Background: an optimization exercise with open tools, aiming at a short achievable clock period and few clock cycles. Do not read the settings as production practice. In this exercise RTL edits were held to simulation tests only and were not proved equivalent to the original. Power and IR drop assume default switching activity.

[flow/config.mk]
export PLATFORM = sky130hd
export DESIGN_NAME = rvcore_verilog
export DESIGN_NICKNAME = rvcore_verilog
export VERILOG_FILES = /design/flow/design.v
export SDC_FILE = /design/flow/constraint.sdc
export NUM_CORES = 4
export LEC_CHECK = 0
export CAP_MARGIN = 20
export CORE_MARGIN = 2
export CORE_UTILIZATION = 30
export SLEW_MARGIN = 20
[flow/constraint.sdc]
create_clock -name core_clock -period 15.0 [get_ports {clk}]
set_input_delay 3.0000 -clock core_clock [delete_from_list [all_inputs] [get_ports {clk}]]
set_output_delay 3.0000 -clock core_clock [all_outputs]
set_load 0.01 [all_outputs]
[flow/design.v]
module rvcore_verilog(
   input          clk,
   output [31:0] mem_addr,   
   output [31:0] mem_wdata,  
   output  [3:0] mem_wmask,  
   input  [31:0] mem_rdata,  
   output        mem_rstrb,  
   input         mem_rbusy,  
   input         mem_wbusy,  
   input         reset,       
    input               sobel_busy,
    output  reg         sobel_enable,
    output  reg [31:0]  sobel_in_addr, sobel_out_addr
);
   parameter RESET_ADDR       = 32'h00000000;
   parameter ADDR_WIDTH       = 24;
   localparam AW = ADDR_WIDTH;
   wire run = ~mem_rbusy & ~mem_wbusy;
   reg [AW-1:0] fpc;       
   reg          d_valid;   
   reg [AW-1:0] d_pc;      
   reg          e_valid;
   reg  [4:0]   e_rd;
   reg          e_wbE;     
   reg          e_ld, e_st, e_br, e_jal, e_jalr, e_alu, e_md, e_div, e_sob;
   reg  [2:0]   e_f3;
   reg          e_i30, e_i5;
   reg  [31:0]  e_a, e_b;   
   reg  [AW-1:0] e_imm;     
   reg  [AW-1:0] e_tgt;     
   reg  [31:0]  e_fix;      
   reg          e_wt1, e_wt2;  
   reg          m_valid;    
   reg  [4:0]   m_rd;
   reg  [2:0]   m_f3;
   reg  [1:0]   m_lo;
   reg          sob_pend;   
   wire [31:0] resE;
   wire        weE;
   wire [31:0] ld_data;
   wire        weM = m_valid & run & (m_rd != 5'd0);
   wire [32*32-1:0] rfv;
   assign rfv[31:0] = 32'b0;
   genvar gi;
   generate
      for (gi = 1; gi < 32; gi = gi + 1) begin : RF
         reg [31:0] r;
         always @(posedge clk) begin
            if (weE && e_rd == gi)
              r <= resE;
            else if (weM && m_rd == gi)
              r <= ld_data;
         end
         assign rfv[gi*32 +: 32] = r;
      end
   endgenerate
   wire [31:0] di = mem_rdata;
   wire d_isLoad   = (di[6:2] == 5'b00000);
   wire d_isALUimm = (di[6:2] == 5'b00100);
   wire d_isAUIPC  = (di[6:2] == 5'b00101);
   wire d_isStore  = (di[6:2] == 5'b01000);
   wire d_isALUreg = (di[6:2] == 5'b01100);
   wire d_isLUI    = (di[6:2] == 5'b01101);
   wire d_isBranch = (di[6:2] == 5'b11000);
   wire d_isJALR   = (di[6:2] == 5'b11001);
   wire d_isJAL    = (di[6:2] == 5'b11011);
   wire d_isSob    = (di[6:2] == 5'b00010);
   wire [31:0] d_Uimm = {di[31], di[30:12], {12{1'b0}}};
   wire [31:0] d_Iimm = {{21{di[31]}}, di[30:20]};
   wire [31:0] d_Simm = {{21{di[31]}}, di[30:25], di[11:7]};
   wire [31:0] d_Bimm = {{20{di[31]}}, di[7], di[30:25], di[11:8], 1'b0};
   wire [31:0] d_Jimm = {{12{di[31]}}, di[19:12], di[20], di[30:21], 1'b0};
   wire [4:0] d_rs1 = di[19:15];
   wire [4:0] d_rs2 = di[24:20];
   wire [4:0] d_rd  = di[11:7];
   wire d_use1 = ~(d_isLUI | d_isAUIPC | d_isJAL);
   wire d_use2 = d_isALUreg | d_isBranch | d_isStore | d_isSob;
   wire [AW-1:0] d_PCplusImm = d_pc + ( di[3] ? d_Jimm[AW-1:0] :
                                        di[4] ? d_Uimm[AW-1:0] :
                                                d_Bimm[AW-1:0] );
   wire [AW-1:0] d_PCplus4 = d_pc + 4;
   wire [31:0] d_fix =
      (d_isLUI            ? d_Uimm             : 32'b0) |
      (d_isAUIPC          ? {{(32-AW){1'b0}}, d_PCplusImm} : 32'b0) |
      (d_isJAL | d_isJALR ? {{(32-AW){1'b0}}, d_PCplus4}   : 32'b0);
   wire e_done;
   wire e_fwd  = e_done & e_wbE & (e_rd != 5'd0);
   wire e_ldfw = e_valid & e_ld & (e_rd != 5'd0);
   wire m_fwd  = m_valid & (m_rd != 5'd0);
   wire [31:0] rf1 = rfv[d_rs1*32 +: 32];
   wire [31:0] rf2 = rfv[d_rs2*32 +: 32];
   wire [31:0] d_v1 = (e_fwd & e_rd == d_rs1) ? resE :
                      (m_fwd & m_rd == d_rs1) ? ld_data : rf1;
   wire [31:0] d_v2 = (e_fwd & e_rd == d_rs2) ? resE :
                      (m_fwd & m_rd == d_rs2) ? ld_data : rf2;
   wire d_w1 = d_use1 & e_ldfw & (e_rd == d_rs1);
   wire d_w2 = d_use2 & e_ldfw & (e_rd == d_rs2);
   wire [31:0] aluIn1 = e_a;
   wire [31:0] aluIn2 = e_b;
   wire [7:0]  funct3Is = 8'b00000001 << e_f3;
   wire [31:0] aluPlus = aluIn1 + aluIn2;
   wire [32:0] aluMinus = {1'b1, ~aluIn2} + {1'b0,aluIn1} + 33'b1;
   wire        LT  = (aluIn1[31] ^ aluIn2[31]) ? aluIn1[31] : aluMinus[32];
   wire        LTU = aluMinus[32];
   wire        EQ  = (aluIn1 == aluIn2);
   wire [31:0] shifter_in = funct3Is[1] ?
     {aluIn1[ 0], aluIn1[ 1], aluIn1[ 2], aluIn1[ 3], aluIn1[ 4], aluIn1[ 5],
      aluIn1[ 6], aluIn1[ 7], aluIn1[ 8], aluIn1[ 9], aluIn1[10], aluIn1[11],
      aluIn1[12], aluIn1[13], aluIn1[14], aluIn1[15], aluIn1[16], aluIn1[17],
      aluIn1[18], aluIn1[19], aluIn1[20], aluIn1[21], aluIn1[22], aluIn1[23],
      aluIn1[24], aluIn1[25], aluIn1[26], aluIn1[27], aluIn1[28], aluIn1[29],
      aluIn1[30], aluIn1[31]} : aluIn1;
   /*verilator lint_off WIDTH*/
   wire [31:0] shifter =
               $signed({e_i30 & aluIn1[31], shifter_in}) >>> aluIn2[4:0];
   /*verilator lint_on WIDTH*/
   wire [31:0] leftshift = {
     shifter[ 0], shifter[ 1], shifter[ 2], shifter[ 3], shifter[ 4],
     shifter[ 5], shifter[ 6], shifter[ 7], shifter[ 8], shifter[ 9],
     shifter[10], shifter[11], shifter[12], shifter[13], shifter[14],
     shifter[15], shifter[16], shifter[17], shifter[18], shifter[19],
     shifter[20], shifter[21], shifter[22], shifter[23], shifter[24],
     shifter[25], shifter[26], shifter[27], shifter[28], shifter[29],
     shifter[30], shifter[31]};
   wire [31:0] aluOut_base =
     (funct3Is[0]  ? e_i30 & e_i5 ? aluMinus[31:0] : aluPlus : 32'b0) |
     (funct3Is[1]  ? leftshift                               : 32'b0) |
     (funct3Is[2]  ? {31'b0, LT}                             : 32'b0) |
     (funct3Is[3]  ? {31'b0, LTU}                            : 32'b0) |
     (funct3Is[4]  ? aluIn1 ^ aluIn2                         : 32'b0) |
     (funct3Is[5]  ? shifter                                 : 32'b0) |
     (funct3Is[6]  ? aluIn1 | aluIn2                         : 32'b0) |
     (funct3Is[7]  ? aluIn1 & aluIn2                         : 32'b0) ;
   wire predicate =
        funct3Is[0] &  EQ  |  
        funct3Is[1] & !EQ  |  
        funct3Is[4] &  LT  |  
        funct3Is[5] & !LT  |  
        funct3Is[6] &  LTU |  
        funct3Is[7] & !LTU ;  
   wire isMULH   = funct3Is[1];
   wire isMULHSU = funct3Is[2];
   wire sign1 = aluIn1[31] &  isMULH;
   wire sign2 = aluIn2[31] & (isMULH | isMULHSU);
   wire signed [32:0] m_in1  = {sign1, aluIn1};
   wire signed [16:0] m_in2h = {sign2, aluIn2[31:16]};
   wire signed [16:0] m_in2l = {1'b0,  aluIn2[15:0]};
   reg  signed [49:0] p_lo, p_hi;
   reg                mul_ph;     
   always @(posedge clk) begin
      p_lo <= m_in1 * m_in2l;
      p_hi <= m_in1 * m_in2h;
   end
   wire [63:0] p_lo64 = {{14{p_lo[49]}}, p_lo};
   wire [63:0] p_hi64 = {p_hi[47:0], 16'b0};
   wire [63:0] multiply = p_lo64 + p_hi64;
   reg  [1:0]  div_st;    
   reg  [31:0] dv_r, dv_q, dv_d, dv_m;
   wire        dsigned = ~e_f3[0];
   wire [31:0] absN = (dsigned & aluIn1[31]) ? -aluIn1 : aluIn1;
   wire [31:0] absD = (dsigned & aluIn2[31]) ? -aluIn2 : aluIn2;
   wire        div_sign = ~e_f3[0] & (e_f3[1] ? aluIn1[31] :
                          (aluIn1[31] != aluIn2[31]) & |aluIn2);
   wire [31:0] nN0 = absN;
   wire        zN4 = nN0[31:16] == 0; wire [31:0] nN1 = zN4 ? {nN0[15:0],16'b0} : nN0;
   wire        zN3 = nN1[31:24] == 0; wire [31:0] nN2 = zN3 ? {nN1[23:0], 8'b0} : nN1;
   wire        zN2 = nN2[31:28] == 0; wire [31:0] nN3 = zN2 ? {nN2[27:0], 4'b0} : nN2;
   wire        zN1 = nN3[31:30] == 0; wire [31:0] nN4 = zN1 ? {nN3[29:0], 2'b0} : nN3;
   wire        zN0 = ~nN4[31];
   wire [4:0]  clzN = {zN4, zN3, zN2, zN1, zN0};
   wire [31:0] nD0 = absD;
   wire        zD4 = nD0[31:16] == 0; wire [31:0] nD1 = zD4 ? {nD0[15:0],16'b0} : nD0;
   wire        zD3 = nD1[31:24] == 0; wire [31:0] nD2 = zD3 ? {nD1[23:0], 8'b0} : nD1;
   wire        zD2 = nD2[31:28] == 0; wire [31:0] nD3 = zD2 ? {nD2[27:0], 4'b0} : nD2;
   wire        zD1 = nD3[31:30] == 0; wire [31:0] nD4 = zD1 ? {nD3[29:0], 2'b0} : nD3;
   wire        zD0 = ~nD4[31];
   wire [4:0]  clzD = {zD4, zD3, zD2, zD1, zD0};
   wire [4:0]  dshift = clzD - clzN;
   wire        d_zero = (aluIn2 == 32'b0);
   wire        n_lt_d = (absN < absD);
   wire        s1_go  = (dv_m != 0) & (dv_d <= dv_r);
   wire [31:0] s1_r   = s1_go ? dv_r - dv_d : dv_r;
   wire [31:0] s1_q   = s1_go ? dv_q | dv_m : dv_q;
   wire [31:0] s1_d   = dv_d >> 1;
   wire [31:0] s1_m   = dv_m >> 1;
   wire        s2_go  = (s1_m != 0) & (s1_d <= s1_r);
   wire [31:0] s2_r   = s2_go ? s1_r - s1_d : s1_r;
   wire [31:0] s2_q   = s2_go ? s1_q | s1_m : s1_q;
   wire [31:0] s2_d   = s1_d >> 1;
   wire [31:0] s2_m   = s1_m >> 1;
   wire [31:0] divRes  = e_f3[1] ? dv_r : dv_q;
   wire [31:0] divOut  = div_sign ? -divRes : divRes;
   wire [31:0] aluOut_muldiv =
     (  funct3Is[0]   ?  multiply[31: 0] : 32'b0) |  
     ( |funct3Is[3:1] ?  multiply[63:32] : 32'b0) |  
     (  e_f3[2]       ?  divOut          : 32'b0) ;  
   assign resE = e_alu ? (e_md ? aluOut_muldiv : aluOut_base) : e_fix;
   wire e_wait   = e_wt1 | e_wt2;
   wire st_block = e_st & (sob_pend | sobel_enable);
   wire e_busy   = e_div ? (div_st != 2'd2) :
                   e_md  ? ~mul_ph :
                   e_sob ? sob_pend :
                   st_block;
   assign e_done = e_valid & ~e_wait & ~e_busy;
   wire bus_data = e_valid & (e_ld | e_st) & ~e_wait & ~st_block;
   wire e_taken  = e_jal | e_jalr | (e_br & predicate);
   wire redirect = e_done & e_taken;
   wire e_accept = ~e_valid | e_done;
   assign weE = run & e_done & e_wbE & (e_rd != 5'd0);
   wire [AW-1:0] agu = e_a[AW-1:0] + e_imm;
   wire fetch_rq = ~bus_data & (~d_valid | e_accept);
   wire [AW-1:0] faddr = redirect ? (e_jalr ? {agu[AW-1:1], 1'b0} : e_tgt) : fpc;
   assign mem_addr  = {{(32-AW){1'b0}}, bus_data ? agu : faddr};
   assign mem_rstrb = run & (fetch_rq | (bus_data & e_ld));
   wire mem_byteAccess     = e_f3[1:0] == 2'b00;
   wire mem_halfwordAccess = e_f3[1:0] == 2'b01;
   assign mem_wdata[ 7: 0] = e_b[7:0];
   assign mem_wdata[15: 8] = agu[0] ? e_b[7:0]  : e_b[15: 8];
   assign mem_wdata[23:16] = agu[1] ? e_b[7:0]  : e_b[23:16];
   assign mem_wdata[31:24] = agu[0] ? e_b[7:0]  :
                             agu[1] ? e_b[15:8] : e_b[31:24];
   wire [3:0] STORE_wmask =
              mem_byteAccess      ?
                    (agu[1] ?
                          (agu[0] ? 4'b1000 : 4'b0100) :
                          (agu[0] ? 4'b0010 : 4'b0001)
                    ) :
              mem_halfwordAccess ?
                    (agu[1] ? 4'b1100 : 4'b0011) :
              4'b1111;
   assign mem_wmask = {4{run & bus_data & e_st}} & STORE_wmask;
   wire m_byte = m_f3[1:0] == 2'b00;
   wire m_half = m_f3[1:0] == 2'b01;
   wire [15:0] LOAD_halfword = m_lo[1] ? mem_rdata[31:16] : mem_rdata[15:0];
   wire  [7:0] LOAD_byte     = m_lo[0] ? LOAD_halfword[15:8] : LOAD_halfword[7:0];
   wire LOAD_sign = !m_f3[2] & (m_byte ? LOAD_byte[7] : LOAD_halfword[15]);
   assign ld_data = m_byte ? {{24{LOAD_sign}}, LOAD_byte} :
                    m_half ? {{16{LOAD_sign}}, LOAD_halfword} :
                             mem_rdata;
   wire fetch_fire = run & fetch_rq;
   wire d_go = run & d_valid & e_accept & ~redirect;
   always @(posedge clk) begin
      if (!reset) begin
         fpc     <= RESET_ADDR[AW-1:0];
         d_valid <= 1'b0;
         e_valid <= 1'b0;
         e_wt1   <= 1'b0;
         e_wt2   <= 1'b0;
         m_valid <= 1'b0;
         mul_ph  <= 1'b0;
         div_st  <= 2'd0;
      end else if (run) begin
         d_valid <= fetch_rq | (d_valid & ~e_accept);
         if (fetch_rq) begin
            d_pc <= faddr;
            fpc  <= faddr + 4;
         end
         m_valid <= bus_data & e_ld;
         if (bus_data) begin
            m_rd <= e_rd;
            m_f3 <= e_f3;
            m_lo <= agu[1:0];
         end
         mul_ph <= e_valid & e_md & ~e_div & ~e_wait & ~mul_ph;
         if (e_valid & e_div & ~e_wait) begin
            case (div_st)
              2'd0: begin
                 dv_r <= absN;
                 if (d_zero) begin
                    dv_q <= 32'hffffffff;
                    div_st <= 2'd2;
                 end else if (n_lt_d) begin
                    dv_q <= 32'b0;
                    div_st <= 2'd2;
                 end else begin
                    dv_q <= 32'b0;
                    dv_d <= absD << dshift;
                    dv_m <= 32'b1 << dshift;
                    div_st <= 2'd1;
                 end
              end
              2'd1: begin
                 dv_r <= s2_r;
                 dv_q <= s2_q;
                 dv_d <= s2_d;
                 dv_m <= s2_m;
                 if (s2_m == 0) div_st <= 2'd2;
              end
              default: div_st <= 2'd0;
            endcase
         end
         if (d_go) begin
            e_valid <= 1'b1;
            e_rd    <= d_rd;
            e_wbE   <= ~(d_isBranch | d_isStore | d_isLoad);
            e_ld    <= d_isLoad;
            e_st    <= d_isStore;
            e_br    <= d_isBranch;
            e_jal   <= d_isJAL;
            e_jalr  <= d_isJALR;
            e_alu   <= d_isALUimm | d_isALUreg;
            e_md    <= d_isALUreg & di[25];
            e_div   <= d_isALUreg & di[25] & di[14];
            e_sob   <= d_isSob;
            e_f3    <= di[14:12];
            e_i30   <= di[30];
            e_i5    <= di[5];
            e_a     <= d_v1;
            e_b     <= d_isALUimm ? d_Iimm : d_v2;
            e_imm   <= d_isStore ? d_Simm[AW-1:0] : d_Iimm[AW-1:0];
            e_tgt   <= d_PCplusImm;
            e_fix   <= d_fix;
            e_wt1   <= d_w1;
            e_wt2   <= d_w2 & ~d_isALUimm;
         end else begin
            if (e_done) e_valid <= 1'b0;
            if (e_valid & e_wt1 & m_valid) begin
               e_a   <= ld_data;
               e_wt1 <= 1'b0;
            end
            if (e_valid & e_wt2 & m_valid) begin
               e_b   <= ld_data;
               e_wt2 <= 1'b0;
            end
         end
      end
   end
   always @(posedge clk) begin
      sobel_enable <= 1'b0;
      if (!reset) begin
         sob_pend <= 1'b0;
      end else begin
         if (sob_pend & ~sobel_busy & ~sobel_enable) begin
            sobel_enable <= 1'b1;
            sob_pend     <= 1'b0;
         end
         if (run & e_valid & e_sob & ~e_wait & ~sob_pend) begin
            sob_pend       <= 1'b1;
            sobel_in_addr  <= e_a;
            sobel_out_addr <= e_b;
         end
      end
   end
endmodule
[flow/run.sh]
#!/bin/bash
# synth_recipe.tcl (not shown) runs the flow's synth.tcl, then flattens the netlist and writes it again
# the make line also repeats each setting of config.mk as NAME=value (left out here)
make -C /OpenROAD-flow-scripts/flow DESIGN_CONFIG=/design/flow/config.mk WORK_HOME=/design/flow/orfs CLKGATE_MAP_FILE= SYNTH_SCRIPT=/design/flow/synth_recipe.tcl finish
==> flow_metrics.env <==
export IMPL_io_pins=171
export IMPL_placement_io_buffers=162
export IMPL_track_usage_pct=24.6
export IMPL_worst_hold_path_num_cells=2
export IMPL_final_setup_tns_ns=0
export IMPL_drive_above_1_share_pct=12.0
export IMPL_detail_route_antenna_nets=0
export IMPL_cell_area_reported_after_detailed_placement_sq_um=146000
export IMPL_antenna_found_initial=42
export IMPL_worst_r2r_path_depth=27
export IMPL_net_load_switching_power_mw=5.52
export IMPL_drt_pre_antenna_iters=7
export IMPL_max_vdd_ir_drop_uv=150
export IMPL_clkPwrFrac_pct=30.9
export IMPL_synth_top_area_cell="edfxtp_1"
export IMPL_yosys_top_cells_count="1658 x nand2_1, 1440 x nor2_1, 1369 x edfxtp_1, 1273 x inv_1, 1033 x fa_1"
export IMPL_hold_violations=0
export IMPL_postCtsResizedCells=0
export IMPL_synthesis_yosys_warnings=1
export IMPL_cts_sinks=1501
export IMPL_critical_path_peak_fanout=44
export IMPL_cellPowerDensity_nw_per_um2=95.3
export IMPL_wire_length_of_the_first_global_routing_pass_mm=822
export IMPL_finish_net_count=15100
export IMPL_synthTopCellsByArea="edfxtp_1 30%, fa_1 15%, mux4_2 10%"
export IMPL_synth_seq_area_share_pct=32.0
export IMPL_cts_buffers=176
export IMPL_tritoncts_clock_tree="yes"
export IMPL_post_synth_inst_count=13800
export IMPL_cts_path_max_buffers=4
export IMPL_cts_reportedPaths_clkPinSlew_ns=0.07
export IMPL_clk_latency_ns=0.94
export IMPL_dr_total_vias=114000
export IMPL_post_synth_num_cell_types=108
export IMPL_grt_pass1_vias=111000
export IMPL_worst_clock_skew_ns=0.117
export IMPL_pre_cts_slack_ns=5.16
export IMPL_synth_top_cell_area_share_pct=30.1
export IMPL_setup_repair_after_global_routing_missed_its_margin="no"
export IMPL_effective_utilization_at_floorplan_pct=30.1
export IMPL_final_util_pct=33.4
export IMPL_post_drt_via_cell_ratio=5.82
export IMPL_p_int_mw=8.90
export IMPL_detailed_place_hpwl_mm=408
export IMPL_ys_ff_latch=1501
export IMPL_drt_initial_drc_count=16400
export IMPL_timing_setup_critical_path_class="flip-flop to primary output"
export IMPL_end_kind="primary output"
export IMPL_synth_most_common_cell="nand2_1"
export IMPL_final_max_slew_violation_count=0
export IMPL_drc=0
export IMPL_ys_async_sr_fraction_pct=0
export IMPL_min_delay_path_class="flip-flop to flip-flop"
export IMPL_fp_dieW_microns=679
export IMPL_cts_hold_repair_buffers=0
export IMPL_dieHeight_microns=679
export IMPL_rr_startpoint="e_a[9]"
export IMPL_setup_violations=0
export IMPL_status="timing/DRC/antenna clean"
export IMPL_final_design_area_no_fill_sq_um=151000
export IMPL_timing_critical_path_from="e_a[24]"
export IMPL_p_seq_share_pct=33.5
export IMPL_timing_final_ws_setup_ns=3.95
export IMPL_required_ns=12.00
export IMPL_routedWlPerCell_microns=29.5
export IMPL_finalWorstPathRequiredPeriod_ns=11.05
export IMPL_grt_overflow=0
export IMPL_areaGrowthSynthToFinish_pct=10.8
export IMPL_finalWirelength_mm=579
export IMPL_synth_edff_count=1369
export IMPL_cts_setup_buffers=0
export IMPL_largest_net_degree_at_the_start_of_global_routing=78
export IMPL_switching_share_pct=38.3
export IMPL_ys_flop_type="edfxtp_1"
export IMPL_critPathArrivalTime_ns=8.05
export IMPL_max_clock_freq_mhz=90.5
export IMPL_routabilityCongestion=1.02
export IMPL_synth_avg_cell_area_sq_um=9.87
export IMPL_rows=247
export IMPL_timing_final_crit_share_pct=73.7
export IMPL_max_slew_worst_pin_slew_ns=1.35
export IMPL_total_leakage_power_nw=58.0
export IMPL_crit_path_start_kind="flip-flop"
export IMPL_min_from="fpc[23]"
export IMPL_core_sq_um=453000
export IMPL_number_of_violations_of_the_max_capacitance_limit=0
export IMPL_h_tree_depth=4
export IMPL_slew_headroom_pct=9.72
export IMPL_die_area_sq_um=461000
export IMPL_combPwrFrac_pct=35.6
export IMPL_cts_root_buf="clkbuf_16"
export IMPL_synthesis_area_sq_um=137000
-- layer usage --
metal / part of all wire, % / GRT usage, % / wire length (microns)
met5: 0.044 / 0 / 257
met4: 7.7 / 15.4 / 44500
met3: 13 / 7.06 / 73300
met2: 43 / 36.9 / 248000
met1: 37 / 31.0 / 212000
-- worst paths after layout --
kind                                     end  slack (ns)
worst max-delay path            mem_addr[16]        3.95
worst min-delay path                 fpc[23]        0.48
worst max register to register      p_lo[46]        5.76
worst min register to register       fpc[23]        0.48
-- state kept, by name (all words and copies together) (netlist names), 32 cells and up --
| name | count |
|---|---|
| p_lo | 50 |
| dv_m | 32 |
| RF.r | 992 |
| dv_r | 32 |
| dv_q | 32 |
| sobel_out_addr | 32 |
| dv_d | 32 |
| e_fix | 32 |
| sobel_in_addr | 32 |
| p_hi | 48 |
| e_a | 32 |
| e_b | 32 |
-- layout by cell type, fill, tap and decap left out, types with 33 or more instances in the layout --
| cell | netlist | final |
|---|---|---|
| o21a_1 | 69 | 68 |
| mux4_2 | 612 | 612 |
| nor2_1 | 1440 | 1406 |
| and3_1 | 64 | 63 |
| a21o_1 | 181 | 179 |
| ha_1 | 524 | 523 |
| o21ai_1 | 58 | 53 |
| or3_1 | 43 | 43 |
| a22o_1 | 81 | 81 |
| clkbuf_16 | 0 | 182 |
| clkbuf_1 | 884 | 36 |
| o21ai_0 | 926 | 894 |
| and2_1 | 33 | 33 |
| nand3_1 | 166 | 162 |
| a31oi_1 | 67 | 65 |
| o221ai_1 | 43 | 40 |
| buf_4 | 18 | 394 |
| o21ai_4 | 0 | 34 |
| inv_1 | 1273 | 1271 |
| nand2b_1 | 54 | 53 |
| dfxtp_1 | 132 | 132 |
| mux2_2 | 143 | 143 |
| nand4_1 | 70 | 70 |
| clkinv_1 | 28 | 60 |
| nor2b_1 | 58 | 53 |
| mux2i_1 | 250 | 246 |
| xnor2_1 | 281 | 274 |
| fa_1 | 1033 | 1031 |
| a211oi_1 | 114 | 110 |
| nor3_1 | 144 | 141 |
| a21oi_1 | 1011 | 997 |
| o21bai_1 | 52 | 52 |
| clkdlybuf4s50_1 | 0 | 152 |
| o31ai_1 | 59 | 57 |
| nor4_1 | 41 | 39 |
| a22oi_1 | 41 | 41 |
| nand2_1 | 1658 | 1658 |
| xor2_1 | 118 | 114 |
| edfxtp_1 | 1369 | 1369 |
| o211ai_1 | 55 | 55 |
-- power groups by stage --
stage	sequential (mW)	combinational, mW	clock (mW)
floorplan	4.83	3.12	0
global placement	4.93	4.93	0
detailed placement	4.93	4.95	0
CTS	4.84	4.98	4.47
global route	4.84	5.47	4.61
finish	4.84	5.14	4.45
-- critical path, stage by stage (launching register included) --
cell and delay [ns]:
edfxtp_1 0.32, buf_4 0.46, clkinv_1 1.03, ha_1 0.81
or4_1 0.56, nor4_2 0.65, nand4_1 0.48, xnor2_1 0.27
a31oi_1 0.33, nand4_1 0.20, o21ai_4 0.26, buf_4 0.51
mux2i_1 0.52, o21ai_0 0.22, clkdlybuf4s50_1 0.55
-- logic make-up after synthesis --
group,share of synthesized area [%]
flip-flops,32.0
AO/OA/AOI/OAI,13.5
buffers and inverters,6.79
multiplexers,13.1
XOR/XNOR,2.61
adder cells (fa/ha/maj),19.9
other,0.00275
AND/OR/NAND/NOR,12.0
-- area by class of cell --
type,count,area [sq um]
clock inverter,91,891
tap,5976,7480
inverter,1306,4900
clock buffer,220,4720
antenna,13,32.5
sequential,1501,43800
multi-input combinational,9916,84700
timing repair buffer,567,4910
fill,45600,302000
-- through the flow --
stage / cells / hold WS [ns] / total power, mW
floorplan: 13800 / 0.419 / 7.95
global placement: 19300 / 0.460 / 9.85
detailed placement: 19300 / 0.462 / 9.88
CTS: 19600 / 0.473 / 14.3
global route: 19600 / 0.492 / 14.9
finish: 19600 / 0.477 / 14.4
Testbench counts, summed over its fixed seeds: cycles 87,422.

-- separate check: timing with driven ports --
The results above use ideal ports. As a check the final layout listed here was re-extracted and re-timed, cells and wires unchanged.
Step 1 sets driving cells, clkbuf_16 on the clock port and buf_2 on the other inputs (assumed; they add their load-dependent delay and slew).
Step 2 moves the port delays by t, midway between the first and last clock arrival at a register: inputs arrive t later, outputs are due t later. That takes back most of the time a late clock gives input paths.
Slacks: ideal ports / drivers / drivers and shift; pairs: ideal ports / drivers.
t (ns): 0.990
setup WS [ns]: 3.950 / 3.839 / 4.829
worst setup path after step 2: register to output
latest minus earliest clock arrival (ns): 0.118 / 0.118
worst data-port slew with drivers (ns): 0.11
After both steps setup and hold are still met in this run. The setup slack of this run moves by -0.111 ns with the drivers and by +0.879 ns with both steps.
